From an optimization exercise on the open Yosys and OpenROAD flow, aimed at small area and a short achievable clock period; shortcuts taken in it are not production practice. In this exercise RTL edits were held to simulation tests only and were not proved equivalent to the original. Power and IR drop assume default switching activity.

===== config.mk =====
export PLATFORM = sky130hd
export DESIGN_NAME = PEarray
export DESIGN_NICKNAME = PEarray
export VERILOG_FILES = /design/flow/design.v
export SDC_FILE = /design/flow/constraint.sdc
export NUM_CORES = 4
export LEC_CHECK = 0
export CAP_MARGIN = 20
export CORE_MARGIN = 2
export CORE_UTILIZATION = 40
export SETUP_SLACK_MARGIN = 3.0
export SLEW_MARGIN = 20

===== constraint.sdc =====
create_clock -name core_clock -period 8.0 [get_ports {clk}]
set_input_delay 1.6000 -clock core_clock [delete_from_list [all_inputs] [get_ports {clk}]]
set_output_delay 1.6000 -clock core_clock [all_outputs]
set_load 0.01 [all_outputs]

===== design.v =====
module Mac (
    input  [7:0] a,
    input  [7:0] b,
    input  [7:0] c,
    input  fb,
    input  fc,
    output [7:0] s,
    output fe,
    output fl
);
  wire pp0_0 = a[0] & b[0];
  wire pp0_1 = a[0] & b[1];
  wire pp0_2 = a[0] & b[2];
  wire pp0_3 = a[0] & b[3];
  wire pp0_4 = a[0] & b[4];
  wire pp0_5 = a[0] & b[5];
  wire pp0_6 = a[0] & b[6];
  wire pp0_7 = a[0] & b[7];
  wire pp1_0 = a[1] & b[0];
  wire pp1_1 = a[1] & b[1];
  wire pp1_2 = a[1] & b[2];
  wire pp1_3 = a[1] & b[3];
  wire pp1_4 = a[1] & b[4];
  wire pp1_5 = a[1] & b[5];
  wire pp1_6 = a[1] & b[6];
  wire pp2_0 = a[2] & b[0];
  wire pp2_1 = a[2] & b[1];
  wire pp2_2 = a[2] & b[2];
  wire pp2_3 = a[2] & b[3];
  wire pp2_4 = a[2] & b[4];
  wire pp2_5 = a[2] & b[5];
  wire pp3_0 = a[3] & b[0];
  wire pp3_1 = a[3] & b[1];
  wire pp3_2 = a[3] & b[2];
  wire pp3_3 = a[3] & b[3];
  wire pp3_4 = a[3] & b[4];
  wire pp4_0 = a[4] & b[0];
  wire pp4_1 = a[4] & b[1];
  wire pp4_2 = a[4] & b[2];
  wire pp4_3 = a[4] & b[3];
  wire pp5_0 = a[5] & b[0];
  wire pp5_1 = a[5] & b[1];
  wire pp5_2 = a[5] & b[2];
  wire pp6_0 = a[6] & b[0];
  wire pp6_1 = a[6] & b[1];
  wire pp7_0 = a[7] & b[0];
  wire [7:0] cc = c;
  wire fs0, fc0;
  wire fs1, fc1;
  wire fs2, fc2;
  wire fs3, fc3;
  wire fs4, fc4;
  wire fs5, fc5;
  wire fs6, fc6;
  wire fs7, fc7;
  wire fs8, fc8;
  wire fs9, fc9;
  wire fs10, fc10;
  wire fs11, fc11;
  wire fs12, fc12;
  wire fs13, fc13;
  wire fs14, fc14;
  wire fs15, fc15;
  wire fs16, fc16;
  wire fs17, fc17;
  wire fs18, fc18;
  wire fs19, fc19;
  wire fs20, fc20;
  wire fs21, fc21;
  wire fs22, fc22;
  wire fs23, fc23;
  wire fs24, fc24;
  wire fs25, fc25;
  wire fs26, fc26;
  wire fs27, fc27;
  assign fs0 = cc[1] ^ pp0_1 ^ pp1_0;
  assign fc0 = (cc[1] & pp0_1) | (cc[1] & pp1_0) | (pp0_1 & pp1_0);
  assign fs1 = cc[2] ^ pp0_2 ^ pp1_1;
  assign fc1 = (cc[2] & pp0_2) | (cc[2] & pp1_1) | (pp0_2 & pp1_1);
  assign fs2 = pp2_0 ^ fc0 ^ fs1;
  assign fc2 = (pp2_0 & fc0) | (pp2_0 & fs1) | (fc0 & fs1);
  assign fs3 = cc[3] ^ pp0_3 ^ pp1_2;
  assign fc3 = (cc[3] & pp0_3) | (cc[3] & pp1_2) | (pp0_3 & pp1_2);
  assign fs4 = pp2_1 ^ pp3_0 ^ fc1;
  assign fc4 = (pp2_1 & pp3_0) | (pp2_1 & fc1) | (pp3_0 & fc1);
  assign fs5 = fs3 ^ fc2 ^ fs4;
  assign fc5 = (fs3 & fc2) | (fs3 & fs4) | (fc2 & fs4);
  assign fs6 = cc[4] ^ pp0_4 ^ pp1_3;
  assign fc6 = (cc[4] & pp0_4) | (cc[4] & pp1_3) | (pp0_4 & pp1_3);
  assign fs7 = pp2_2 ^ pp3_1 ^ pp4_0;
  assign fc7 = (pp2_2 & pp3_1) | (pp2_2 & pp4_0) | (pp3_1 & pp4_0);
  assign fs8 = fc3 ^ fs6 ^ fs7;
  assign fc8 = (fc3 & fs6) | (fc3 & fs7) | (fs6 & fs7);
  assign fs9 = fc4 ^ fs8 ^ fc5;
  assign fc9 = (fc4 & fs8) | (fc4 & fc5) | (fs8 & fc5);
  assign fs10 = cc[5] ^ pp0_5 ^ pp1_4;
  assign fc10 = (cc[5] & pp0_5) | (cc[5] & pp1_4) | (pp0_5 & pp1_4);
  assign fs11 = pp2_3 ^ pp3_2 ^ pp4_1;
  assign fc11 = (pp2_3 & pp3_2) | (pp2_3 & pp4_1) | (pp3_2 & pp4_1);
  assign fs12 = pp5_0 ^ fc6 ^ fc7;
  assign fc12 = (pp5_0 & fc6) | (pp5_0 & fc7) | (fc6 & fc7);
  assign fs13 = fs10 ^ fs11 ^ fc8;
  assign fc13 = (fs10 & fs11) | (fs10 & fc8) | (fs11 & fc8);
  assign fs14 = fs12 ^ fs13 ^ fc9;
  assign fc14 = (fs12 & fs13) | (fs12 & fc9) | (fs13 & fc9);
  assign fs15 = cc[6] ^ pp0_6 ^ pp1_5;
  assign fc15 = (cc[6] & pp0_6) | (cc[6] & pp1_5) | (pp0_6 & pp1_5);
  assign fs16 = pp2_4 ^ pp3_3 ^ pp4_2;
  assign fc16 = (pp2_4 & pp3_3) | (pp2_4 & pp4_2) | (pp3_3 & pp4_2);
  assign fs17 = pp5_1 ^ pp6_0 ^ fc10;
  assign fc17 = (pp5_1 & pp6_0) | (pp5_1 & fc10) | (pp6_0 & fc10);
  assign fs18 = fc11 ^ fs15 ^ fs16;
  assign fc18 = (fc11 & fs15) | (fc11 & fs16) | (fs15 & fs16);
  assign fs19 = fc12 ^ fs17 ^ fs18;
  assign fc19 = (fc12 & fs17) | (fc12 & fs18) | (fs17 & fs18);
  assign fs20 = fc13 ^ fs19 ^ fc14;
  assign fc20 = (fc13 & fs19) | (fc13 & fc14) | (fs19 & fc14);
  assign fs21 = cc[7] ^ pp0_7 ^ pp1_6;
  assign fc21 = (cc[7] & pp0_7) | (cc[7] & pp1_6) | (pp0_7 & pp1_6);
  assign fs22 = pp2_5 ^ pp3_4 ^ pp4_3;
  assign fc22 = (pp2_5 & pp3_4) | (pp2_5 & pp4_3) | (pp3_4 & pp4_3);
  assign fs23 = pp5_2 ^ pp6_1 ^ pp7_0;
  assign fc23 = (pp5_2 & pp6_1) | (pp5_2 & pp7_0) | (pp6_1 & pp7_0);
  assign fs24 = fc15 ^ fc16 ^ fs21;
  assign fc24 = (fc15 & fc16) | (fc15 & fs21) | (fc16 & fs21);
  assign fs25 = fs22 ^ fs23 ^ fc17;
  assign fc25 = (fs22 & fs23) | (fs22 & fc17) | (fs23 & fc17);
  assign fs26 = fc18 ^ fs24 ^ fs25;
  assign fc26 = (fc18 & fs24) | (fc18 & fs25) | (fs24 & fs25);
  assign fs27 = fc19 ^ fs26 ^ fc20;
  assign fc27 = (fc19 & fs26) | (fc19 & fc20) | (fs26 & fc20);
  wire [7:0] r0 = {fs27, fs20, fs14, fs9, fs5, fs2, fs0, cc[0]};
  wire [7:0] r1 = {1'b0, 1'b0, 1'b0, 1'b0, 1'b0, 1'b0, 1'b0, pp0_0};
  wire [8:0] sum = r0 + r1;
  assign s = sum[7:0];
  wire hi = (a[1] & (|b[7:7])) | (a[2] & (|b[7:6])) | (a[3] & (|b[7:5])) | (a[4] & (|b[7:4])) | (a[5] & (|b[7:3])) | (a[6] & (|b[7:2])) | (a[7] & (|b[7:1]));
  assign fe = hi | (fb & (|a)) | fc | fc21 | fc22 | fc23 | fc24 | fc25 | fc26;
  assign fl = fc27 | sum[8];
endmodule
module PE (
    input clk,
    input rst_n,
    input [2:0] mode_ctrl,
    input weight_clr,
    input [7:0] din,    
    input [7:0] wa,     
    input [1:0] wa_f,   
    input [7:0] va,     
    input [1:0] va_f,
    output reg [7:0] w_q,
    output reg [1:0] w_f,
    output reg [7:0] v_q,
    output reg [1:0] v_f,
    output reg [7:0] h_q
);
  wire m2 = mode_ctrl[2];
  wire m1 = mode_ctrl[1];
  wire m0 = mode_ctrl[0];
  wire [7:0] mac_b = m1 ? wa : w_q;
  wire mac_bf = m1 ? |wa_f : |w_f;
  wire [7:0] mac_c = m1 ? w_q : va;
  wire mac_cf = m1 ? |w_f : |va_f;
  wire [7:0] mac_s;
  wire [1:0] mac_f;
  Mac mac_unit (
      .a(din),
      .b(mac_b),
      .c(mac_c),
      .fb(mac_bf),
      .fc(mac_cf),
      .s(mac_s),
      .fe(mac_f[0]),
      .fl(mac_f[1])
  );
  wire hv_en = m1 ^ m0;                
  wire w_en = m2 & (m1 | ~m0);         
  wire [7:0] w_d = ~m1 ? wa : (m0 ? va : mac_s);
  wire [1:0] w_df = ~m1 ? wa_f : (m0 ? va_f : mac_f);
  wire [7:0] v_d = m1 ? wa : mac_s;
  wire [1:0] v_df = m1 ? wa_f : mac_f;
  always @(posedge clk or negedge rst_n) begin
    if (~rst_n) begin
      w_q <= 8'd0;
      w_f <= 2'd0;
    end else if (weight_clr) begin
      w_q <= 8'd0;
      w_f <= 2'd0;
    end else if (w_en) begin
      w_q <= w_d;
      w_f <= w_df;
    end
  end
  always @(posedge clk or negedge rst_n) begin
    if (~rst_n) begin
      v_q <= 8'd0;
      v_f <= 2'd0;
      h_q <= 8'd0;
    end else if (hv_en) begin
      v_q <= v_d;
      v_f <= v_df;
      h_q <= din;
    end
  end
endmodule
module PEarray #(
    parameter integer DATA_WIDTH = 8,
    parameter integer PE_CHANNEL = 8,
    parameter integer PE_DIM = 8
) (
    input clk,
    input rst_n,
    input [2 : 0] mode_ctrl,
    input weight_clr,
    input [DATA_WIDTH * PE_DIM - 1:0] data_in,
    input [DATA_WIDTH * PE_CHANNEL - 1:0] weight_in,
    output [DATA_WIDTH * PE_CHANNEL - 1:0] res_out
);
  wire [7:0] h[0:7][0:7];
  wire [7:0] w[0:7][0:7];
  wire [7:0] v[0:7][0:7];
  wire [1:0] wf[0:7][0:7];
  wire [1:0] vf[0:7][0:7];
  wire wso_w = mode_ctrl[2] & ~mode_ctrl[0];
  genvar i, j;
  generate
    for (i = 0; i < 8; i = i + 1) begin : gen_row
      for (j = 0; j < 8; j = j + 1) begin : gen_col
        wire [7:0] din = (j == 0) ? data_in[8*i+7:8*i] : h[i][(j==0)?0:j-1];
        wire [7:0] wa = (i == 0) ? weight_in[8*j+7:8*j] : w[(i==0)?0:i-1][j];
        wire [7:0] va = (i == 0) ? weight_in[8*j+7:8*j] : v[(i==0)?0:i-1][j];
        wire [1:0] wa_f = (i == 0) ? 2'b0 : wf[(i==0)?0:i-1][j];
        wire [1:0] va_f = (i == 0) ? 2'b0 : vf[(i==0)?0:i-1][j];
        PE pe (
            .clk(clk),
            .rst_n(rst_n),
            .mode_ctrl(mode_ctrl),
            .weight_clr(weight_clr),
            .din(din),
            .wa(wa),
            .wa_f(wa_f),
            .va(va),
            .va_f(va_f),
            .w_q(w[i][j]),
            .w_f(wf[i][j]),
            .v_q(v[i][j]),
            .v_f(vf[i][j]),
            .h_q(h[i][j])
        );
      end
    end
    for (j = 0; j < 8; j = j + 1) begin : gen_out
      assign res_out[8*j+7:8*j] = wso_w ? (w[7][j] | {8{|wf[7][j]}}) : (v[7][j] | {8{|vf[7][j]}});
    end
  endgenerate
endmodule

===== flow/run.sh =====
#!/bin/bash
# Layout flow: the standard flow (standard.sh, unchanged synthesis and steps), except that
# the port buffers that global placement inserts on every input and output are
# sky130_fd_sc_hd__buf_4 cells instead of the default cell chosen by buffer_ports, so that the
# timing repair can resize them (sky130hd only resizes a cell within its own footprint).
set -euo pipefail
export BUFFER_PORTS_ARGS="-buffer_cell sky130_fd_sc_hd__buf_4"
bash standard.sh finish > standard.log 2>&1

===== standard.sh =====
#!/bin/bash
# synth_recipe.tcl (not shown) runs the flow's synth.tcl, then flattens the netlist and writes it again
# the make line also repeats each setting of config.mk as NAME=value (left out here)
make -C /OpenROAD-flow-scripts/flow DESIGN_CONFIG=/design/flow/config.mk WORK_HOME=/design/flow/orfs CLKGATE_MAP_FILE= SYNTH_SCRIPT=/design/flow/synth_recipe.tcl "${@:-finish}"

==> results.txt, run 1 <==
number of flops mapped to enable cells by yosys=0; CP arrival=approximately 6000 ps; H-tree depth=4; DIE AREA=approximately 410000 um2; r2r worst-path depth=17; post-layout min period=about 5200 ps; Synth Cell Area=between 150000 and 200000 um2; commonest non-fill, non-tap cells in the layout=2218 x nand2_1, 1728 x dfrtp_1, 1436 x inv_1; max-slew violations=0; crit end category=flop; Total Wirelength=about 610000 um; initial antenna violation count=about 90; RR Startpoint=gen_row[5].gen_col[0].pe.w_q[1]$_DFFE_PN0P_; DR vias=133889; Die X=about 640 um; final setup vio count=0; outcome=timing/DRC/antenna clean; DRT iter0 DRCs=12822; CP max FO=8; share of layout cells above drive strength 1=a little over a fifth; FF+latch count, synth=roughly 1700; Initial Util=around 40%; later-pin clock latency in the skew report=970 ps; num ports=between 150 and 200; syn_nets=~19000; commonest non-fill, non-tap cell in the layout=nand2_1; Setup CP Type=primary input to flop; GRT overflow=0; final period utilization=approximately two thirds; Clock transition at path regs=approximately 60 ps; GP Congestion=0.942; vias in the first global route=approximately 130k; Unique masters post-synth=89; final hold violation count=0; first-pass GRT wire length=roughly 900000 um; post-synth top area share=between 20% and 30%; Worst EP required=8830 ps; Hold Buf Count CTS=0; Routed wire per std cell=26.5 um; reg-to-reg endpoint=gen_row[6].gen_col[0].pe.w_q[7]$_DFFE_PN0P_; DRT Pass-1 Iters=9; CTS max path bufs=4; clock root buffer=clkbuf_16; Overall Power=roughly 42 mW; GRT Util Overall=29.0%; Max Cap Viol=0; detailed placement HPWL=between 400000 and 500000 um; Core Util, Final=between 40 and 50%; Synth-to-Final Area Change=17.5%; Worst Max-Slew Pin Slew=roughly 1300 ps; Cell Rows=233; DR vias/cell=between 5 and 6; design area=about 190000 um2; pre-CTS setup slack=around 1300 ps; PD cells=between 200 and 250 nW/um2; Peak Freq=a little under 200 MHz; core area=403000 um2; CTS tree=yes; YS warnings=2; cell area after placement=around 170000 um2; PortBufs=between 150 and 200; reg2reg setup slack=about 3400 ps; TritonCTS buffer count=roughly 220; RSZ-0062 raised after global routing=true; Post-synth ARST share=between 90% and 100%; Post-DRT Antenna Nets=0; Slew HR=~13%; Post-Layout Cell Count=around 23000; average size of a mapped cell=approximately 9.3 um2; post-route setup slack=about 2800 ps; Leakage=80.6 nW; biggest area consumer among synthesized cells=dfrtp_1; WHS=about 470 ps; die height=approximately 640 um; Max rail drop VDD=about 0.21 mV; CP startpoint kind=primary input; Clock Sinks=1728; pin count of the biggest net entering global routing=152; synth top area cells=dfrtp_1 27%, fa_1 22%, mux2_2 5.7%; Layout Nets=between 15000 and 20000; Setup TNS=0 ps; Syn Inst Count=around 17000; post-synthesis sequential area ratio=about a quarter; hold crit path type=primary input to asynchronous set/reset pin; DRC viols=0; top_reg_cell synth=dfrtp_1; clk_skew=between 70 and 80 ps; placed cell count=22119
[power by group]
group,total (mW),switching (mW),internal [mW]
clock network,10.7,4.41,6.27
registers,14.5,4.02,10.5
logic,16.9,9.11,7.75
total,42.0,17.5,24.5
[timing repair]
action                     4_1_cts  5_1_grt
gates cloned                    68       41
resized for setup              454      674
pin swaps                       42      266
setup endpoints to repair      533      303
buffers inserted                91      283
[cell usage after synthesis, drive strengths merged (31+ instances only)]
cell type	count
o21ai	1614
dfrtp	1728
a211oi	187
mux2i	809
buf	355
nand2	2347
a21oi	413
a21boi	195
nor3b	122
and4	46
o41ai	38
mux2	826
a22o	95
nor4	108
o2111ai	35
o31ai	48
nand2b	263
o211ai	88
a22oi	158
a31o	56
o221ai	31
nand4b	54
and2	837
nor2	582
nor2b	353
o22a	77
inv	1650
a222oi	31
o21a	36
a21o	199
xor2	190
or3b	32
nor3	134
clkbuf	688
o22ai	42
or3	102
xnor2	194
ha	129
a221oi	59
nand4	82
or4	64
fa	1792
nand3	159
[state kept, by name, indices dropped and copies added (netlist names)]
name	flops
gen_row.gen_col.pe.v_q	512
gen_row.gen_col.pe.w_q	512
gen_row.gen_col.pe.w_f	128
gen_row.gen_col.pe.h_q	448
gen_row.gen_col.pe.v_f	128
[worst max path at each step]
stage                  from  slack [ps]  cells after the start                                     endpoint
2_1_floorplan  mode_ctrl[1]        1960                     21  gen_row[0].gen_col[6].pe.v_q[7]$_DFFE_PN0P_
5_1_grt        mode_ctrl[1]        2750                     17  gen_row[4].gen_col[0].pe.w_q[7]$_DFFE_PN0P_
3_3_place_gp   mode_ctrl[1]        1210                     16  gen_row[1].gen_col[1].pe.w_q[7]$_DFFE_PN0P_
3_5_place_dp   mode_ctrl[1]        1260                     16  gen_row[1].gen_col[1].pe.w_q[7]$_DFFE_PN0P_
4_1_cts        mode_ctrl[1]        2880                     21  gen_row[6].gen_col[3].pe.w_q[7]$_DFFE_PN0P_
6_report       mode_ctrl[1]        2800                     18  gen_row[3].gen_col[3].pe.w_q[7]$_DFFE_PN0P_
[layout make-up]
cell class | count | area [um2]
Fill cell | 38019 | 213000
Timing Repair Buffer | 899 | 11600
Inverter | 1650 | 6200
Clock inverter | 103 | 1410
Antenna cell | 44 | 110
Sequential cell | 1728 | 43200
Multi-Input combinational cell | 12920 | 114000
Clock buffer | 296 | 6190
Tap cell | 5405 | 6760
[routing by layer]
| layer | up-vias | GRT usage [%] | share of wire, % |
|---|---|---|---|
| met5 | - | 0.260 | 0.043 |
| met4 | 20 | 11.7 | 4.7 |
| met3 | 1081 | 5.52 | 8.1 |
| met2 | 5535 | 43.5 | 44 |
| met1 | 68540 | 41.3 | 44 |
| li1 | 58713 | - | - |
[critical path, cell delays in order]
cell and delay (ps):
buf_16 230, buf_16 180, buf_16 160, buf_4 120
mux2_4 320, and2_4 170, fa_2 470, fa_2 360
fa_2 350, fa_2 340, inv_2 70, fa_2 180
inv_1 50, fa_2 350, fa_1 480, xnor2_1 160
a221oi_1 260, o21ai_1 110
[cell families (layout without fill, tap and decap cells)]
family / Yosys count / in the layout / synth area share (%)
and+or+nand+nor: 5376 / 5376 / 16.5
AOI/OAI and AO/OA: 3604 / 3604 / 14.1
buffers and inverters: 2693 / 2948 / 6.58
adders and majority gates: 1921 / 1921 / 23.2
DFF: 1728 / 1728 / 26.7
muxes: 1635 / 1635 / 10.8
xor gates and xnor gates: 384 / 384 / 2.08
other: 0 / 44 / 0
==> run 2: changes to the inputs <==
--- a/config.mk
+++ b/config.mk
@@ -8,5 +8,5 @@
 export CAP_MARGIN = 20
 export CORE_MARGIN = 2
-export CORE_UTILIZATION = 40
+export CORE_UTILIZATION = 55
 export SETUP_SLACK_MARGIN = 3.0
 export SLEW_MARGIN = 20
==> results.txt, run 2 <==
outcome=timing/DRC/antenna clean; H-tree depth=4; clock root buffer=clkbuf_16; Clock transition at path regs=60 ps; Clock Sinks=around 1700; PD cells=around 220 nW/um2; post-route setup slack=2810 ps; share of layout cells above drive strength 1=between 20% and 30%; crit-path most repeated cell=fa_2; Syn Inst Count=17341; RR Startpoint=gen_row[5].gen_col[3].pe.w_q[1]$_DFFE_PN0P_; r2r worst-path depth=16; post-layout min period=5190 ps; Unique masters post-synth=89; synth top area cells=dfrtp_1 27%, fa_1 22%, mux2_2 5.7%; detailed placement HPWL=roughly 430000 um; FF+latch count, synth=approximately 1700; TritonCTS buffer count=roughly 210; CP arrival=just under 6000 ps; GRT overflow=0; Layout Nets=about 19000; RSZ-0062 raised after global routing=true; CP max FO=8; Worst EP required=around 8800 ps; clk_skew=about 50 ps; CP delay by family, top=adder cells; Post-DRT Antenna Nets=0; num ports=around 200; hold crit path type=flop to flop; Worst Max-Slew Pin Slew=1180 ps; Worst Min Path Start=gen_row[7].gen_col[3].pe.v_f[0]$_DFFE_PN0P_; number of flops mapped to enable cells by yosys=0; first-pass GRT wire length=between 800000 and 900000 um; later-pin clock latency in the skew report=950 ps; NetSw=between 15 and 20 mW; Post-synth ARST share=100%; hold path cells=2; CP startpoint kind=primary input; DIE AREA=298000 um2; Peak Freq=193 MHz; slowest stage cell, crit path=fa_1; reg2reg setup slack=3410 ps; share of power burned in the clock network=25.1%; max-slew violations=0; average size of a mapped cell=~9.3 um2; Setup CP Type=primary input to flop; Die X=approximately 550 um; reg-to-reg endpoint=gen_row[6].gen_col[3].pe.w_f[1]$_DFFE_PN0P_; Setup TNS=0 ps; vias in the first global route=roughly 130k; most common cell in the synthesized netlist=nand2_1; Hold Path Sink=gen_row[7].gen_col[3].pe.v_f[0]$_DFFE_PN0P_; Slew HR=a little over a fifth; cell area after placement=about 170000 um2; syn_nets=a little under 20000; pre-CTS setup slack=roughly 1000 ps; Initial Util=a little under three fifths; Bufs and invs on worst path=9; commonest non-fill, non-tap cell in the layout=nand2_1; Int Pwr=roughly 24 mW; FILL cells=24897; post-synthesis sequential area ratio=roughly a quarter; Synth Cell Area=roughly 160000 um2; crit-path cells=buf_16 > clkinvlp_4 > buf_12 > buf_16 > buf_6 > buf_12 > a21boi_4 > nor2_2 > fa_2 > fa_2 > fa_2 > fa_2 > inv_2 > fa_2 > inv_2 > fa_2 > fa_1 > buf_4 > a31o_2 > mux2i_1 > o21ai_1; slowest stage delay, CP=between 500 and 600 ps; Routed wire per std cell=between 20 and 30 um; sequential power share=roughly 35%; Core Util, Final=between 60% and 70%; Leakage=roughly 80 nW; DR vias=134339; DRT Pass-1 Iters=8; commonest non-fill, non-tap cells in the layout=2231 x nand2_1, 1728 x dfrtp_1, 1447 x inv_1; CTS max path bufs=4; synth cell count leaders=2347 x nand2_1, 1792 x fa_1, 1728 x dfrtp_1, 1649 x inv_1, 1559 x o21ai_0; DRT iter0 DRCs=about 14000; final hold violation count=0; PortBufs=~200; GRT Util Overall=about two fifths; post-synth top area share=about a quarter; core area=between 200000 and 300000 um2; Cell Rows=slightly below 200; Total Wirelength=just over 600000 um; Max rail drop VDD=about 0.27 mV; biggest regs=gen_row.gen_col.pe.v_q x512, gen_row.gen_col.pe.w_q x512, gen_row.gen_col.pe.h_q x448; final period utilization=between 60% and 70%; GP Congestion=between 0.9 and 1; pin count of the biggest net entering global routing=153; crit end category=flop; top_reg_cell synth=dfrtp_1; Synth-to-Final Area Change=15.6%; design area=between 150000 and 200000 um2; DRC viols=0; YS warnings=2; CP Depth=21; die height=about 550 um; CTS tree=yes; biggest area consumer among synthesized cells=dfrtp_1; initial antenna violation count=87; Max Cap Viol=0; Net Sw Frac=about two fifths; Comb pwr share=between 40% and 50%; final setup vio count=0; DR vias/cell=approximately 6.2
## run 2: metrics by stage
stage / std cells / total power [mW] / hold slack, ps
after floorplan: 17341 / 24.3 / 444
after global placement: 20649 / 29.6 / 458
after detailed placement: 20649 / 29.8 / 466
after CTS: 21175 / 40.7 / 480
after global routing: 21494 / 44.0 / 498
final: 21513 / 41.7 / 477
## run 2: what timing repair did
action                                  CTS  global route
cloned                                   71            40
endpoints found under the setup margin  640           303
gates resized for setup                 377           589
hold buffers                              0             0
pin swaps                                26           164
setup buffers                            64           228
## run 2: cell families after synthesis
kind of cell    count (synthesis)  share of synthesized area [%]
simple gates                 5376                           16.5
compound gates               3604                           14.1
buf+inv                      2693                           6.58
fa+ha+maj                    1921                           23.2
flops                        1728                           26.7
mux                          1635                           10.8
xor+xnor                      384                           2.08
## run 2: layout make-up
type	instances	area, um2	share of cell area (%)
multi-input combinational	12920	114000	61.0
sequential	1728	43200	23.1
timing repair buffer	835	11000	5.87
inverter	1650	6200	3.32
clock buffer	275	6010	3.21
tap	3919	4900	2.62
clock inverter	116	1400	0.747
antenna	70	175	0.0937
## run 2: power groups by stage
| stage | sequential (mW) | clock (mW) | combinational (mW) |
|---|---|---|---|
| after global routing | 14.6 | 10.9 | 18.6 |
| after floorplan | 12.0 | 0 | 12.4 |
| after CTS | 14.2 | 10.6 | 15.9 |
| final | 14.4 | 10.5 | 16.8 |
| after detailed placement | 14.4 | 0 | 15.5 |
| after global placement | 14.4 | 0 | 15.2 |
## run 2: worst register-to-register path: stages (launching register included)
cell and delay (ps):
dfrtp_1 510, nand2_1 260, o21ai_1 220, and2_1 240
fa_2 370, fa_2 370, fa_2 370, fa_2 350
inv_2 70, fa_2 200, inv_2 40, fa_2 340
fa_1 520, buf_4 160, a31o_2 200, mux2i_1 130
o21ai_1 90
## run 2: worst max path at each step
| stage | from | endpoint | slack (ps) |
|---|---|---|---|
| 3_3_place_gp | mode_ctrl[1] | gen_row[1].gen_col[5].pe.w_q[7]$_DFFE_PN0P_ | 1120 |
| 5_1_grt | mode_ctrl[1] | gen_row[6].gen_col[3].pe.w_f[1]$_DFFE_PN0P_ | 2720 |
| 6_report | mode_ctrl[1] | gen_row[6].gen_col[3].pe.w_f[1]$_DFFE_PN0P_ | 2810 |
| 2_1_floorplan | mode_ctrl[1] | gen_row[0].gen_col[6].pe.v_q[7]$_DFFE_PN0P_ | 1960 |
| 3_5_place_dp | mode_ctrl[1] | gen_row[1].gen_col[5].pe.w_q[7]$_DFFE_PN0P_ | 990 |
| 4_1_cts | mode_ctrl[1] | gen_row[5].gen_col[7].pe.w_q[7]$_DFFE_PN0P_ | 2920 |
## run 2: layer usage
| layer | track usage (%) | vias up | share of wire [%] |
|---|---|---|---|
| li1 | - | 58664 | - |
| met1 | 57.3 | 68096 | 43 |
| met2 | 57.0 | 6431 | 42 |
| met3 | 8.47 | 1126 | 9.3 |
| met4 | 19.2 | 22 | 5.6 |
| met5 | 0 | - | 0.023 |
==> run 3: changes to the inputs <==
--- a/config.mk
+++ b/config.mk
@@ -8,5 +8,5 @@
 export CAP_MARGIN = 20
 export CORE_MARGIN = 2
-export CORE_UTILIZATION = 55
+export CORE_UTILIZATION = 65
 export SETUP_SLACK_MARGIN = 3.0
 export SLEW_MARGIN = 20
==> results.txt, run 3 <==
CP startpoint kind=primary input; clk_skew=a little under 40 ps; CTS tree=yes; Post-DRT Antenna Nets=0; Layout Nets=19317; CTS max path bufs=4; FILL cells=18157; post-synthesis sequential area ratio=between 20% and 30%; synth cell count leaders=2347 x nand2_1, 1792 x fa_1, 1728 x dfrtp_1, 1649 x inv_1, 1559 x o21ai_0; Post-synth ARST share=100%; Cell Rows=roughly 180; YS warnings=2; detailed placement HPWL=413000 um; crit-path cells=buf_16 > buf_16 > bufbuf_16 > buf_4 > a21oi_4 > nor2b_2 > fa_2 > fa_2 > fa_2 > fa_2 > inv_2 > fa_1 > inv_1 > fa_2 > fa_2 > xnor2_2 > a222oi_1 > o21ai_1; Routed wire per std cell=between 20 and 30 um; metal2 WL=about 250000 um; H-tree depth=4; CP Launch Point=mode_ctrl[1]; Max Cap Viol=0; Clock Sinks=between 1500 and 2000; CP arrival=about 5900 ps; clock root buffer=clkbuf_16; CP delay by family, top=adder cells; DRT Pass-1 Iters=7; later-pin clock latency in the skew report=910 ps; placed cell count=around 20000; Clock transition at path regs=about 60 ps; hold path cells=2; average size of a mapped cell=roughly 9.3 um2; post-synth top area share=26.7%; max-slew violations=0; syn_nets=between 15000 and 20000; commonest non-fill, non-tap cells in the layout=2236 x nand2_1, 1728 x dfrtp_1, 1454 x inv_1; DR vias/cell=between 6 and 7; CP max FO=10; top sig layer=met5; Post-Layout Cell Count=approximately 21000; DRC viols=0; GRT Util Overall=46.4%; r2r worst-path depth=14; DR vias=around 140k; pin count of the biggest net entering global routing=approximately 170; RR Startpoint=gen_row[3].gen_col[4].pe.w_q[1]$_DFFE_PN0P_; final setup vio count=0; vias in the first global route=133769; top_reg_cell synth=dfrtp_1; DRT iter0 DRCs=17721; Peak Freq=between 150 and 200 MHz; CP Depth=18; final period utilization=approximately 65%; DIE AREA=approximately 250000 um2; DR WL met3=~73000 um; Unique masters post-synth=89; Die X=503 um; WHS=~480 ps; Worst EP required=about 8700 ps; first-pass GRT wire length=just under 900000 um; TritonCTS buffer count=210; post-layout min period=about 5200 ps; slowest stage cell, crit path=fa_2; Max rail drop VDD=approximately 0.27 mV; number of flops mapped to enable cells by yosys=0; Slew HR=23.1%; biggest regs=gen_row.gen_col.pe.v_q x512, gen_row.gen_col.pe.w_q x512, gen_row.gen_col.pe.h_q x448; slowest stage delay, CP=~570 ps; crit end category=flop; Initial Util=between 60% and 70%; Leakage=just under 80 nW; Syn Inst Count=roughly 17000; crit-path most repeated cell=fa_2; initial antenna violation count=98; Core Util, Final=approximately 75%; final hold violation count=0; hold crit path type=flop to flop; GP Congestion=1.02; core area=between 200000 and 250000 um2; Setup TNS=0 ps; GRT overflow=0; PD cells=approximately 220 nW/um2; Worst Max-Slew Pin Slew=1150 ps; M1 WL=228000 um; Worst Min Path Start=gen_row[7].gen_col[4].pe.v_f[0]$_DFFE_PN0P_; die height=503 um; FF+latch count, synth=approximately 1700; outcome=timing/DRC/antenna clean; Synth Cell Area=between 150000 and 200000 um2; Setup CP Type=primary input to flop; synth top area cells=dfrtp_1 27%, fa_1 22%, mux2_2 5.7%; biggest area consumer among synthesized cells=dfrtp_1; Synth-to-Final Area Change=14.5%; Total Wirelength=between 500000 and 600000 um; Bufs and invs on worst path=6; Overall Power=roughly 41 mW; share of layout cells above drive strength 1=between 10% and 20%; num ports=slightly below 200; commonest non-fill, non-tap cell in the layout=nand2_1; most common cell in the synthesized netlist=nand2_1; RSZ-0062 raised after global routing=true; PortBufs=just under 200
-- run 3: cell counts after synthesis --
No cell type changed its count.
-- run 3: where the power goes --
part	internal, mW	total (mW)	switching, mW	leakage, nW
clock network	6.01	10.2	4.18	3.52
registers	10.5	14.5	4.04	22.6
logic	7.57	16.8	9.18	53.3
total	24.1	41.5	17.4	79.4
-- run 3: metrics by stage --
step	worst slack, ps	cell area, um2
after global placement	1290	169000
final	2780	185000
after floorplan	1960	166000
after detailed placement	1190	169000
after global routing	2720	185000
after CTS	2850	181000
-- run 3: worst register-to-register path, delay by kind of cell (launching register included) --
kind	cells	cell delay [ps]
fa+ha+maj	7	2530
compound gates	2	400
flops	1	590
simple gates	1	200
xor+xnor	1	210
buf+inv	2	120
mux	1	420
-- run 3: layer usage --
layer / track usage, % / vias up
met5: 0 / -
met4: 31.6 / 34
met3: 13.5 / 1808
met2: 64.0 / 8500
met1: 63.1 / 69104
li1: - / 58427
-- run 3: path summary, 6_finish.rpt --
kind | end | slack, ps
worst max-delay path | gen_row[2].gen_col[2].pe.w_q[7]$_DFFE_PN0P_ | 2780
worst min-delay path | gen_row[7].gen_col[4].pe.v_f[0]$_DFFE_PN0P_ | 480
worst max register to register | gen_row[4].gen_col[4].pe.w_q[7]$_DFFE_PN0P_ | 3370
worst min register to register | gen_row[7].gen_col[4].pe.v_f[0]$_DFFE_PN0P_ | 480
max in group asynchronous | gen_row[7].gen_col[2].pe.v_q[0]$_DFFE_PN0P_ | 5330
min in group asynchronous | gen_row[7].gen_col[6].pe.v_q[0]$_DFFE_PN0P_ | 620
-- run 3: logic make-up after synthesis --
logic type / after synthesis / share of synthesized area, %
compound gates: 3604 / 14.1
buf+inv: 2693 / 6.58
simple gates: 5376 / 16.5
fa+ha+maj: 1921 / 23.2
xor+xnor: 384 / 2.08
flops: 1728 / 26.7
mux: 1635 / 10.8
-- run 3: final cells by class --
cell class	count	area (um2)	area share, %
flip-flops and latches	1728	43200	23.4
clock inverters	102	1260	0.680
repair buffers	752	10200	5.48
clock buffers	275	5920	3.20
inverters	1650	6200	3.35
well taps	3330	4170	2.25
diodes	84	210	0.114
multi-input cells	12920	114000	61.6
-- run 3: what timing repair did --
action,in CTS,in global routing
buffers inserted,95,142
hold buffers,0,0
resized for setup,444,482
endpoints found under the setup margin,631,316
pin swaps,52,166
cloned,80,29
==> run 4: changes to the inputs <==
--- a/config.mk
+++ b/config.mk
@@ -8,5 +8,6 @@
 export CAP_MARGIN = 20
 export CORE_MARGIN = 2
-export CORE_UTILIZATION = 65
+export CORE_UTILIZATION = 55
+export CTS_BUF_LIST = sky130_fd_sc_hd__clkbuf_8
 export SETUP_SLACK_MARGIN = 3.0
 export SLEW_MARGIN = 20
==> results.txt, run 4 <==
Clock Sinks=between 1500 and 2000; Post-synth ARST share=100%; RR Startpoint=gen_row[5].gen_col[3].pe.w_q[2]$_DFFE_PN0P_; CP Launch Point=mode_ctrl[1]; H-tree depth=5; final hold violation count=0; timing endpoint of the critical path=gen_row[7].gen_col[7].pe.w_q[7]$_DFFE_PN0P_; Synth-to-Final Area Change=12.2%; Die X=about 550 um; Synth Cell Area=between 150000 and 200000 um2; CP startpoint kind=primary input; post-synth top area share=26.7%; Post-Layout Cell Count=~21000; number of flops mapped to enable cells by yosys=0; Total Wirelength=roughly 590000 um; PortBufs=about 200; Setup TNS=0 ps; Clock transition at path regs=60 ps; average size of a mapped cell=roughly 9.3 um2; WHS=361 ps; DR vias=between 100k and 150k; DIE AREA=slightly below 300000 um2; YS warnings=2; Syn Inst Count=approximately 17000; biggest regs=gen_row.gen_col.pe.v_q x512, gen_row.gen_col.pe.w_q x512, gen_row.gen_col.pe.h_q x448; clock root buffer=clkbuf_8; TritonCTS buffer count=around 330; DRC viols=0; core area=between 200000 and 300000 um2; initial antenna violation count=between 90 and 100; Setup CP Type=primary input to flop; CP max FO=8; reg2reg setup slack=approximately 3400 ps; crit end category=flop; detailed placement HPWL=roughly 430000 um; top_reg_cell synth=dfrtp_1; RSZ-0062 raised after global routing=true; pin count of the biggest net entering global routing=between 150 and 200; max-slew violations=0; die height=approximately 550 um; CTS max path bufs=4; GRT Util Overall=about two fifths; Unique masters post-synth=89; CP arrival=approximately 6000 ps; later-pin clock latency in the skew report=~1100 ps; post-layout min period=approximately 5000 ps; FF+latch count, synth=about 1700; Layout Nets=about 19000; vias in the first global route=130264; Initial Util=55.2%; post-synthesis sequential area ratio=26.7%; placed cell count=20649; first-pass GRT wire length=roughly 880000 um; Routed wire per std cell=approximately 28 um; share of layout cells above drive strength 1=a little under a fifth; Max rail drop VDD=roughly 0.23 mV; r2r worst-path depth=15; DRT Pass-1 Iters=8; DRT iter0 DRCs=13427; Slew HR=between 20 and 25%; num ports=between 150 and 200; final setup vio count=0; Cell Rows=around 200; most common cell in the synthesized netlist=nand2_1; Max Cap Viol=0; synth cell count leaders=2347 x nand2_1, 1792 x fa_1, 1728 x dfrtp_1, 1649 x inv_1, 1559 x o21ai_0; outcome=timing/DRC/antenna clean; PD cells=around 220 nW/um2; final period utilization=~63%; Register Area=roughly 43000 um2; Worst Max-Slew Pin Slew=1170 ps; reg-to-reg endpoint=gen_row[5].gen_col[3].pe.w_q[7]$_DFFE_PN0P_; commonest non-fill, non-tap cell in the layout=nand2_1; Worst EP required=roughly 9000 ps; GRT overflow=0; commonest non-fill, non-tap cells in the layout=2252 x nand2_1, 1728 x dfrtp_1, 1555 x inv_1; area of the multi-input gates=between 100000 and 150000 um2; DR vias/cell=between 6 and 7; Leakage=around 78 nW; hold crit path type=primary input to asynchronous set/reset pin; GP Congestion=roughly 0.96; Peak Freq=between 150 and 200 MHz; Post-DRT Antenna Nets=0; CTS tree=yes; biggest area consumer among synthesized cells=dfrtp_1; FILL cells=around 26000; clk_skew=between 50 and 60 ps; synth top area cells=dfrtp_1 27%, fa_1 22%, mux2_2 5.7%; syn_nets=just under 20000
run 4: final cells by class:
type | count | area share [%]
diodes | 64 | 0.0883
clock buffers | 419 | 3.18
clock inverters | 167 | 0.670
inverters | 1650 | 3.42
multi-input cells | 12920 | 62.0
flip-flops and latches | 1728 | 23.8
well taps | 3919 | 2.70
repair buffers | 601 | 4.09
run 4: power by group:
part	switching [mW]	total, mW	leakage, nW	internal [mW]
clock	4.36	9.56	3.91	5.20
sequential	3.89	14.4	22.6	10.5
combinational	8.85	16.1	51.3	7.21
total	17.1	40.0	77.8	22.9
run 4: worst min path at each step:
stage	start	cells past startpoint	slack, ps	end
global route	rst_n	1	390	gen_row[7].gen_col[6].pe.w_q[3]$_DFFE_PN0P_
global placement	gen_row[7].gen_col[3].pe.v_f[0]$_DFFE_PN0P_	2	460	gen_row[7].gen_col[3].pe.v_f[0]$_DFFE_PN0P_
CTS	rst_n	1	330	gen_row[7].gen_col[6].pe.w_q[2]$_DFFE_PN0P_
detailed placement	gen_row[7].gen_col[3].pe.v_f[0]$_DFFE_PN0P_	2	470	gen_row[7].gen_col[3].pe.v_f[0]$_DFFE_PN0P_
floorplan	gen_row[7].gen_col[1].pe.v_f[0]$_DFFE_PN0P_	2	440	gen_row[7].gen_col[1].pe.v_f[0]$_DFFE_PN0P_
finish	rst_n	1	360	gen_row[7].gen_col[6].pe.w_q[2]$_DFFE_PN0P_
run 4: layer usage:
metal | share of wire, % | vias up | track usage (%) | wire length, um
met1 | 43 | 67142 | 56.5 | 254000
li1 | - | 58364 | - | -
met5 | 0.035 | - | 0 | 208
met2 | 43 | 6138 | 55.5 | 251000
met3 | 9.4 | 1093 | 8.17 | 55300
met4 | 5.2 | 32 | 18.5 | 30600
run 4: cell families (layout without fill, tap and decap cells):
| group | Yosys count | after routing | synth area share (%) |
|---|---|---|---|
| fa+ha+maj | 1921 | 1921 | 23.2 |
| other cells | 0 | 64 | 0 |
| compound gates | 3604 | 3604 | 14.1 |
| simple gates | 5376 | 5376 | 16.5 |
| xor+xnor | 384 | 384 | 2.08 |
| flops | 1728 | 1728 | 26.7 |
| buf+inv | 2693 | 2837 | 6.58 |
| mux | 1635 | 1635 | 10.8 |
run 4: worst max-delay path, stage by stage:
cell and delay, ps:
buf_16 150, buf_16 160, buf_16 160, buf_12 150
buf_12 150, o21ai_4 360, and2_4 230, fa_1 450
fa_2 470, fa_2 350, inv_2 60, fa_2 180
inv_2 40, fa_2 550, nor2b_4 130, nand4_1 170
xnor2_2 210, a222oi_1 270, o21ai_1 90
run 4: metrics by stage:
step / utilization [%] / cell area, um2 / worst slack, ps / power [mW]
floorplan: - / 166000 / 1960 / 24.3
global placement: 57.9 / 170000 / 1120 / 29.6
detailed placement: 57.9 / 170000 / 994 / 29.8
CTS: 60.8 / 178000 / 2910 / 39.6
global route: 61.9 / 181000 / 2840 / 42.4
finish: 61.9 / 181000 / 2930 / 40.0
run 4: what timing repair did:
item	4_1_cts	5_1_grt
endpoints found under the setup margin	532	292
pin swaps	1	70
gates resized for setup	131	314
hold buffers	0	0
cloned	26	32
setup buffers	10	101
==> run 5: changes to the inputs <==
==> run.sh (new file) <==
#!/bin/bash
# synth_recipe.tcl (not shown) runs the flow's synth.tcl, then flattens the netlist and writes it again
# the make line also repeats each setting of config.mk as NAME=value (left out here)
make -C /OpenROAD-flow-scripts/flow DESIGN_CONFIG=/design/flow/config.mk WORK_HOME=/design/flow/orfs CLKGATE_MAP_FILE= SYNTH_SCRIPT=/design/flow/synth_recipe.tcl finish
--- a/config.mk
+++ b/config.mk
@@ -8,6 +8,5 @@
 export CAP_MARGIN = 20
 export CORE_MARGIN = 2
-export CORE_UTILIZATION = 55
-export CTS_BUF_LIST = sky130_fd_sc_hd__clkbuf_8
+export CORE_UTILIZATION = 40
 export SETUP_SLACK_MARGIN = 3.0
 export SLEW_MARGIN = 20
removed: flow/run.sh
removed: standard.sh
==> results.txt, run 5 <==
hold crit path type=flop to flop; GP Congestion=approximately 0.94; commonest non-fill, non-tap cells in the layout=2216 x nand2_1, 1728 x dfrtp_1, 1416 x inv_1; TritonCTS buffer count=215; most common cell in the synthesized netlist=nand2_1; Net Sw Frac=a little over two fifths; GRT Util Overall=roughly 29%; Clock transition at path regs=around 70 ps; top_reg_cell synth=dfrtp_1; cell area after placement=around 170000 um2; Cell Rows=233; core area=slightly above 400000 um2; Routed wire per std cell=around 26 um; PortBufs=between 150 and 200; sequential power share=34.3%; CP max FO=8; DR vias/cell=just under 6; Total Wirelength=~600000 um; Max Cap Viol=0; Leakage=about 81 nW; WHS=481 ps; Int Pwr=24.8 mW; final period utilization=about two thirds; pin count of the biggest net entering global routing=182; Post-synth ARST share=100%; share of layout cells above drive strength 1=a little over a fifth; post-synthesis sequential area ratio=26.7%; Layout Nets=between 15000 and 20000; biggest area consumer among synthesized cells=dfrtp_1; number of flops mapped to enable cells by yosys=0; share of power burned in the clock network=25.4%; FILL cells=approximately 38000; Synth Cell Area=around 160000 um2; die height=between 600 and 700 um; final setup vio count=0; clock root buffer=clkbuf_16; synth cell count leaders=2347 x nand2_1, 1792 x fa_1, 1728 x dfrtp_1, 1649 x inv_1, 1559 x o21ai_0; Unique masters post-synth=89; YS warnings=2; Overall Power=~42 mW; DR vias=about 140k; vias in the first global route=131741; NetSw=between 15 and 20 mW; Die X=around 640 um; GRT overflow=0; CP arrival=slightly above 6000 ps; biggest regs=gen_row.gen_col.pe.v_q x512, gen_row.gen_col.pe.w_q x512, gen_row.gen_col.pe.h_q x448; later-pin clock latency in the skew report=970 ps; clk_skew=82.3 ps; num ports=between 150 and 200; DRC viols=0; CP startpoint kind=primary input; DRT iter0 DRCs=~14000; Max rail drop VDD=0.208 mV; detailed placement HPWL=428000 um; Setup TNS=0 ps; Clock Sinks=approximately 1700; CTS tree=yes; r2r worst-path depth=17; max-slew violations=0; post-synth top area share=a little over a quarter; PD cells=roughly 220 nW/um2; crit end category=flop; syn_nets=between 15000 and 20000; Worst Max-Slew Pin Slew=1190 ps; synth top area cells=dfrtp_1 27%, fa_1 22%, mux2_2 5.7%; Syn Inst Count=between 15000 and 20000; commonest non-fill, non-tap cell in the layout=nand2_1; DIE AREA=a little over 400000 um2; Post-DRT Antenna Nets=0; CTS max path bufs=4; Setup CP Type=primary input to flop; average size of a mapped cell=about 9.3 um2; post-layout min period=approximately 5300 ps; outcome=timing/DRC/antenna clean; RSZ-0062 raised after global routing=true; Peak Freq=between 150 and 200 MHz; FF+latch count, synth=approximately 1700; Synth-to-Final Area Change=19.0%; hold path cells=1; Comb pwr share=40.3%; design area=around 190000 um2; final hold violation count=0; DRT Pass-1 Iters=7; initial antenna violation count=113; Slew HR=between 20% and 30%; Worst EP required=8770 ps; first-pass GRT wire length=about 900000 um; H-tree depth=4; Initial Util=between 40% and 50%
## run 5: cell counts after synthesis
Identical to the previous run, type by type.
## run 5: area by class of cell
| class | count | area [um2] | share of cell area (%) |
|---|---|---|---|
| Timing Repair Buffer | 1014 | 13200 | 6.84 |
| Antenna cell | 102 | 255 | 0.133 |
| Tap cell | 5405 | 6760 | 3.51 |
| Inverter | 1650 | 6200 | 3.22 |
| Clock inverter | 110 | 1550 | 0.805 |
| Clock buffer | 287 | 6060 | 3.15 |
| Multi-Input combinational cell | 12920 | 115000 | 59.9 |
| Sequential cell | 1728 | 43200 | 22.5 |
## run 5: through the flow
step	util, %	setup slack [ps]	cells
floorplan	-	1960	17341
global placement	42.7	1140	22114
detailed placement	42.7	1070	22115
CTS	46.0	2770	22730
global route	47.8	2600	23206
finish	47.8	2700	23216
## run 5: kinds of logic after synthesis
group           count (synthesis)  synth area share [%]
mux                          1635                  10.8
xor+xnor                      384                  2.08
buf+inv                      2693                  6.58
compound gates               3604                  14.1
fa+ha+maj                    1921                  23.2
simple gates                 5376                  16.5
flops                        1728                  26.7
## run 5: worst paths after layout
check                                                                 start                                     endpoint  slack, ps
worst max-delay path                                           mode_ctrl[1]  gen_row[1].gen_col[1].pe.w_f[1]$_DFFE_PN0P_       2700
worst min register to register  gen_row[7].gen_col[5].pe.v_q[4]$_DFFE_PN0P_  gen_row[7].gen_col[5].pe.v_q[4]$_DFFE_PN0P_        480
min in group asynchronous                                             rst_n  gen_row[0].gen_col[1].pe.h_q[6]$_DFFE_PN0P_        520
worst max register to register  gen_row[4].gen_col[3].pe.w_q[2]$_DFFE_PN0P_  gen_row[4].gen_col[3].pe.w_f[1]$_DFFE_PN0P_       3350
max in group asynchronous                                             rst_n  gen_row[4].gen_col[7].pe.v_q[0]$_DFFE_PN0P_       5570
worst min-delay path            gen_row[7].gen_col[5].pe.v_q[4]$_DFFE_PN0P_  gen_row[7].gen_col[5].pe.v_q[4]$_DFFE_PN0P_        480
## run 5: timing repair
item / CTS / global route
setup endpoints to repair: 608 / 368
resized for setup: 582 / 828
cloned: 77 / 45
buffers inserted: 141 / 339
hold buffers: 0 / 0
pin swaps: 85 / 256
## run 5: power by group through the flow
stage	Sequential (mW)	Clock, mW	Combinational [mW]
5_1_grt	14.7	11.2	18.8
3_5_place_dp	14.5	0	15.4
4_1_cts	14.3	10.9	16.0
3_3_place_gp	14.5	0	15.2
6_report	14.5	10.8	17.1
2_1_floorplan	12.0	0	12.4
## run 5: per-layer routing
layer  wire [um]  up-vias  GRT usage (%)  share of wire (%)
met2      271000     5975           43.8                 44
met1      265000    68942           41.1                 43
met4       28500       30           11.2                4.6
li1            -    59012              -                  -
met3       50700     1130           5.74                8.2
met5         304        -          0.354              0.049
## run 5: worst max-delay path, stage by stage
cell and delay [ps]:
buf_16 190, buf_16 210, buf_16 150, mux2_4 360, and2_4 180, fa_1 460, fa_2 390, fa_2 350
fa_2 340, inv_2 70, fa_2 190, inv_2 40, fa_2 350, fa_1 560, buf_4 170, a31o_2 200
mux2i_1 130, o21ai_1 70

==> port drivers added, routing unchanged <==
How much do the figures lean on ideal ports? The routed layouts below were timed once more, with nothing changed but the port constraints.
Step 1 (the two cells are an assumption about what drives the block):
set clk [get_ports {clk}]
set_driving_cell -lib_cell sky130_fd_sc_hd__clkbuf_16 $clk
set_driving_cell -lib_cell sky130_fd_sc_hd__buf_2 [delete_from_list [all_inputs] $clk]
Step 2 moves the port delays by t, midway between the first and last clock arrival at a register: inputs arrive t later, outputs are due t later. That takes back most of the time a late clock gives input paths.
Three values: ideal, step 1, step 2; two values: the first two.
| run | t (ns) | setup slack, ns | worst setup path at the end | clock arrival spread, ns |
|---|---|---|---|---|
| run 1 | 1.051 | 2.801 / 2.235 / 1.184 | input to register | 0.094 / 0.094 |
| run 2 | 1.043 | 2.811 / 2.200 / 1.157 | input to register | 0.059 / 0.058 |
| run 3 | 1.008 | 2.783 / 2.148 / 1.140 | input to register | 0.048 / 0.048 |
| run 4 | 1.193 | 2.934 / 2.224 / 1.031 | input to register | 0.055 / 0.056 |
| run 5 | 1.055 | 2.702 / 2.325 / 1.270 | input to register | 0.100 / 0.099 |
After both steps setup and hold are still met in every run listed. For run 4, which loses most, drivers alone change the setup slack by -0.710 ns; drivers and shift together by -1.903 ns.
